This design comes from an exercise in tuning for small area, a short achievable clock period and few clock cycles per item on the open sky130 flow, not from production work.
The RTL was checked by simulation tests, not by an equivalence proof against the original design.

==> inputs of job 4047 <==
// aes_8_bit
module aes_8_bit (rst, clk, key_in, d_in, d_out, d_vld);
    input rst, clk;
    input [7:0] key_in;
    input [7:0] d_in;
    output reg [7:0] d_out;
    output reg d_vld;
    reg [6:0] cnt;
    always @(posedge clk) begin
        if (rst) cnt <= 7'd0;
        else if (cnt != 7'd127) cnt <= cnt + 7'd1;
    end
    localparam CW = 32;
    localparam [CW-1:0] CW0 = 32'b10000010000000000000000000000001;
    wire [CW-1:0] nx;
  ...
export LEC_CHECK = 0
export CAP_MARGIN = 20
export CORE_MARGIN = 2
export CORE_UTILIZATION = 55
export SETUP_SLACK_MARGIN = 4.6
export SLEW_MARGIN = 20
create_clock -name core_clock -period 7.0 [get_ports {clk}]
run.sh (not shown) runs the stock make flow with config.mk's settings and CLKGATE_MAP_FILE= SYNTH_SCRIPT=/design/flow/synth_recipe.tcl, a recipe that flattens the netlist after the stock synthesis.
==> inputs of job 377, as changes to job 4047 <==
--- a/flow/design.v
+++ b/flow/design.v
@@ -21,17 +21,17 @@
     assign nx[6] = (cnt == 7'd1) | (cnt == 7'd5) | (cnt == 7'd9) | (cnt == 7'd13) | (cnt == 7'd25) | (cnt == 7'd26) | (cnt == 7'd27) | (cnt == 7'd28) | (cnt == 7'd31) | (cnt == 7'd32) | (cnt == 7'd33) | (cnt == 7'd34) | (cnt == 7'd37) | (cnt == 7'd38) | (cnt == 7'd39) | (cnt == 7'd40) | (cnt == 7'd43) | (cnt == 7'd44) | (cnt == 7'd45) | (cnt == 7'd46) | (cnt == 7'd49) | (cnt == 7'd50) | (cnt == 7'd51) | (cnt == 7'd52) | (cnt == 7'd55) | (cnt == 7'd56) | (cnt == 7'd57) | (cnt == 7'd58) | (cnt == 7'd61) | (cnt == 7'd62) | (cnt == 7'd63) | (cnt == 7'd64) | (cnt == 7'd67) | (cnt == 7'd68) | (cnt == 7'd69) | (cnt == 7'd70) | (cnt == 7'd73) | (cnt == 7'd74) | (cnt == 7'd75) | (cnt == 7'd76);
     assign nx[7] = (cnt == 7'd2) | (cnt == 7'd6) | (cnt == 7'd10) | (cnt == 7'd14) | (cnt == 7'd25) | (cnt == 7'd26) | (cnt == 7'd27) | (cnt == 7'd28) | (cnt == 7'd31) | (cnt == 7'd32) | (cnt == 7'd33) | (cnt == 7'd34) | (cnt == 7'd37) | (cnt == 7'd38) | (cnt == 7'd39) | (cnt == 7'd40) | (cnt == 7'd43) | (cnt == 7'd44) | (cnt == 7'd45) | (cnt == 7'd46) | (cnt == 7'd49) | (cnt == 7'd50) | (cnt == 7'd51) | (cnt == 7'd52) | (cnt == 7'd55) | (cnt == 7'd56) | (cnt == 7'd57) | (cnt == 7'd58) | (cnt == 7'd61) | (cnt == 7'd62) | (cnt == 7'd63) | (cnt == 7'd64) | (cnt == 7'd67) | (cnt == 7'd68) | (cnt == 7'd69) | (cnt == 7'd70) | (cnt == 7'd73) | (cnt == 7'd74) | (cnt == 7'd75) | (cnt == 7'd76);
     assign nx[8] = (cnt == 7'd3) | (cnt == 7'd7) | (cnt == 7'd11) | (cnt == 7'd15) | (cnt == 7'd25) | (cnt == 7'd26) | (cnt == 7'd27) | (cnt == 7'd28) | (cnt == 7'd31) | (cnt == 7'd32) | (cnt == 7'd33) | (cnt == 7'd34) | (cnt == 7'd37) | (cnt == 7'd38) | (cnt == 7'd39) | (cnt == 7'd40) | (cnt == 7'd43) | (cnt == 7'd44) | (cnt == 7'd45) | (cnt == 7'd46) | (cnt == 7'd49) | (cnt == 7'd50) | (cnt == 7'd51) | (cnt == 7'd52) | (cnt == 7'd55) | (cnt == 7'd56) | (cnt == 7'd57) | (cnt == 7'd58) | (cnt == 7'd61) | (cnt == 7'd62) | (cnt == 7'd63) | (cnt == 7'd64) | (cnt == 7'd67) | (cnt == 7'd68) | (cnt == 7'd69) | (cnt == 7'd70) | (cnt == 7'd73) | (cnt == 7'd74) | (cnt == 7'd75) | (cnt == 7'd76);
     assign nx[9] = (cnt == 7'd4) | (cnt == 7'd8) | (cnt == 7'd12) | (cnt == 7'd16) | (cnt == 7'd25) | (cnt == 7'd26) | (cnt == 7'd27) | (cnt == 7'd28) | (cnt == 7'd31) | (cnt == 7'd32) | (cnt == 7'd33) | (cnt == 7'd34) | (cnt == 7'd37) | (cnt == 7'd38) | (cnt == 7'd39) | (cnt == 7'd40) | (cnt == 7'd43) | (cnt == 7'd44) | (cnt == 7'd45) | (cnt == 7'd46) | (cnt == 7'd49) | (cnt == 7'd50) | (cnt == 7'd51) | (cnt == 7'd52) | (cnt == 7'd55) | (cnt == 7'd56) | (cnt == 7'd57) | (cnt == 7'd58) | (cnt == 7'd61) | (cnt == 7'd62) | (cnt == 7'd63) | (cnt == 7'd64) | (cnt == 7'd67) | (cnt == 7'd68) | (cnt == 7'd69) | (cnt == 7'd70) | (cnt == 7'd73) | (cnt == 7'd74) | (cnt == 7'd75) | (cnt == 7'd76);
     assign nx[10] = (cnt == 7'd1) | (cnt == 7'd2) | (cnt == 7'd3) | (cnt == 7'd4) | (cnt == 7'd25) | (cnt == 7'd31) | (cnt == 7'd37) | (cnt == 7'd43) | (cnt == 7'd49) | (cnt == 7'd55) | (cnt == 7'd61) | (cnt == 7'd67) | (cnt == 7'd73);
     assign nx[11] = (cnt == 7'd5) | (cnt == 7'd6) | (cnt == 7'd7) | (cnt == 7'd8) | (cnt == 7'd26) | (cnt == 7'd32) | (cnt == 7'd38) | (cnt == 7'd44) | (cnt == 7'd50) | (cnt == 7'd56) | (cnt == 7'd62) | (cnt == 7'd68) | (cnt == 7'd74);
     assign nx[12] = (cnt == 7'd9) | (cnt == 7'd10) | (cnt == 7'd11) | (cnt == 7'd12) | (cnt == 7'd27) | (cnt == 7'd33) | (cnt == 7'd39) | (cnt == 7'd45) | (cnt == 7'd51) | (cnt == 7'd57) | (cnt == 7'd63) | (cnt == 7'd69) | (cnt == 7'd75);
     assign nx[13] = (cnt == 7'd13) | (cnt == 7'd14) | (cnt == 7'd15) | (cnt == 7'd16) | (cnt == 7'd28) | (cnt == 7'd34) | (cnt == 7'd40) | (cnt == 7'd46) | (cnt == 7'd52) | (cnt == 7'd58) | (cnt == 7'd64) | (cnt == 7'd70) | (cnt == 7'd76);
-    assign nx[14] = (cnt == 7'd17) | (cnt == 7'd18) | (cnt == 7'd19) | (cnt == 7'd20) | (cnt == 7'd65);
+    assign nx[14] = (cnt == 7'd17) | (cnt == 7'd65);
     assign nx[15] = (cnt == 7'd23) | (cnt == 7'd65) | (cnt == 7'd71);
     assign nx[16] = (cnt == 7'd29) | (cnt == 7'd71);
     assign nx[17] = (cnt == 7'd35) | (cnt == 7'd65);
     assign nx[18] = (cnt == 7'd41) | (cnt == 7'd65) | (cnt == 7'd71);
     assign nx[19] = (cnt == 7'd47) | (cnt == 7'd71);
     assign nx[20] = (cnt == 7'd53);
     assign nx[21] = (cnt == 7'd59);
     assign nx[22] = (cnt == 7'd77) | (cnt == 7'd81) | (cnt == 7'd85) | (cnt == 7'd89);
@@ -107,17 +107,18 @@
     endgenerate
     always @(posedge clk) P2 <= mid;
     integer i, j;
     always @(posedge clk) begin
         for (i = 0; i < 4; i = i + 1)
             for (j = 0; j < 4; j = j + 1)
                 if (s_row[i] & s_col[j]) S[i][j] <= sb[31-8*i -: 8];
     end
-    wire [31:0] knew = K0 ^ (k_step0 ? (sb ^ {rcv, 24'h0}) : (k_rot ? 32'h0 : K3));
+    wire [31:0] k0r  = K0 ^ {rcv, 24'h0};
+    wire [31:0] knew = k0r ^ (k_step0 ? sb : (k_rot ? 32'h0 : K3));
     always @(posedge clk) begin
         if (ld) begin
             case (cnt[1:0])
                 2'd0: begin
                     if (cnt[3:2] != 2'd0) begin
                         K0 <= K1; K1 <= K2; K2 <= K3;
                     end
                     K3[31:24] <= key_in;
- SETUP_SLACK_MARGIN: 4.6 -> 4.3
==> comparison <==
In flip-flop and latch count, job 377 and job 4047 do not differ.
Between job 377 and job 4047, the lower synthesized cell count is in job 377 (gap 0.25%, measured against job 4047).
Of job 377 and job 4047, job 4047 has the higher cell area (gap about 9%, measured against job 4047).
In job 4047 the worst setup slack is better than in job 377, by 72 ps.
Job 377 finished clean. Job 4047 completed with no timing, DRC or antenna violations.
Of job 377 and job 4047, job 4047 has the higher register-to-register slack (gap 70 ps).
Against job 4047, the hold slack of job 377 is lower by 1.6 ps.
Against job 4047, the routed wire length of job 377 is lower by about 8%.
==> figures <==
Status: job 377 timing/DRC/antenna clean; job 4047 timing/DRC/antenna clean
Placed Instance Area: job 377 0.0222 sq mm; job 4047 0.0223 sq mm
Number of DRC markers after the initial detailed-route iteration: job 377 1508; job 4047 1594
Combined area of the multi-input logic cells: job 377 0.0119 sq mm; job 4047 0.0132 sq mm
Net count of the finished layout: job 377 2137; job 4047 2264
Clock buffer count in the final layout: job 377 57; job 4047 51
Cell depth of the worst flop-to-flop path: job 377 9; job 4047 11
Met1 routing resource usage after global routing: job 377 39.9%; job 4047 43.3%
Clock skew after layout: job 377 31.0 ps; job 4047 28.9 ps
Hold-critical path endpoint: job 377 spare[7]; job 4047 spare[4]
Number of global-route vias before repair: job 377 15300; job 4047 16000
Initial Utilization: job 377 55.7%; job 4047 55.5%
Area fraction in compound gates after synthesis: job 377 14.7%; job 4047 14.8%
Number of distinct standard cells referenced by the synthesized netlist: job 377 73; job 4047 72
Share of cells above drive strength 1: job 377 24.3%; job 4047 35.7%
Min Tclk post-route: job 377 2790 ps; job 4047 2720 ps
Post-Syn Instances: job 377 2019; job 4047 2024
Testbench counts of job 4047, summed over its fixed seeds: cycles 47,104, blocks 512.
Testbench counts of job 377, summed over its fixed seeds: cycles 47,104, blocks 512.

==> re-timing with driven ports <==
How much do the figures lean on ideal ports? The routed layouts below were timed once more, with nothing changed but the port constraints.
Step 1 assumes that a clkbuf_16 drives the clock port and a buf_2 every other input.
Step 2, shift: input delay + t, output delay - t, t = (earliest + latest rising clock arrival at the registers) / 2. This alone moves slack from input paths to output paths.
Three values: ideal ports, drivers, drivers and shift; two values: the first two.
run	t (ns)	setup WS [ns]	worst slew at a driven data input, ns
job 4047	0.626	4.278 / 4.278 / 3.765	0.03
job 377	0.617	4.206 / 4.206 / 3.678	0.04
After both steps setup and hold are still met in every run listed. The setup slack of job 377, which loses most, moves by 0.000 ns with the drivers and by -0.528 ns with both steps.
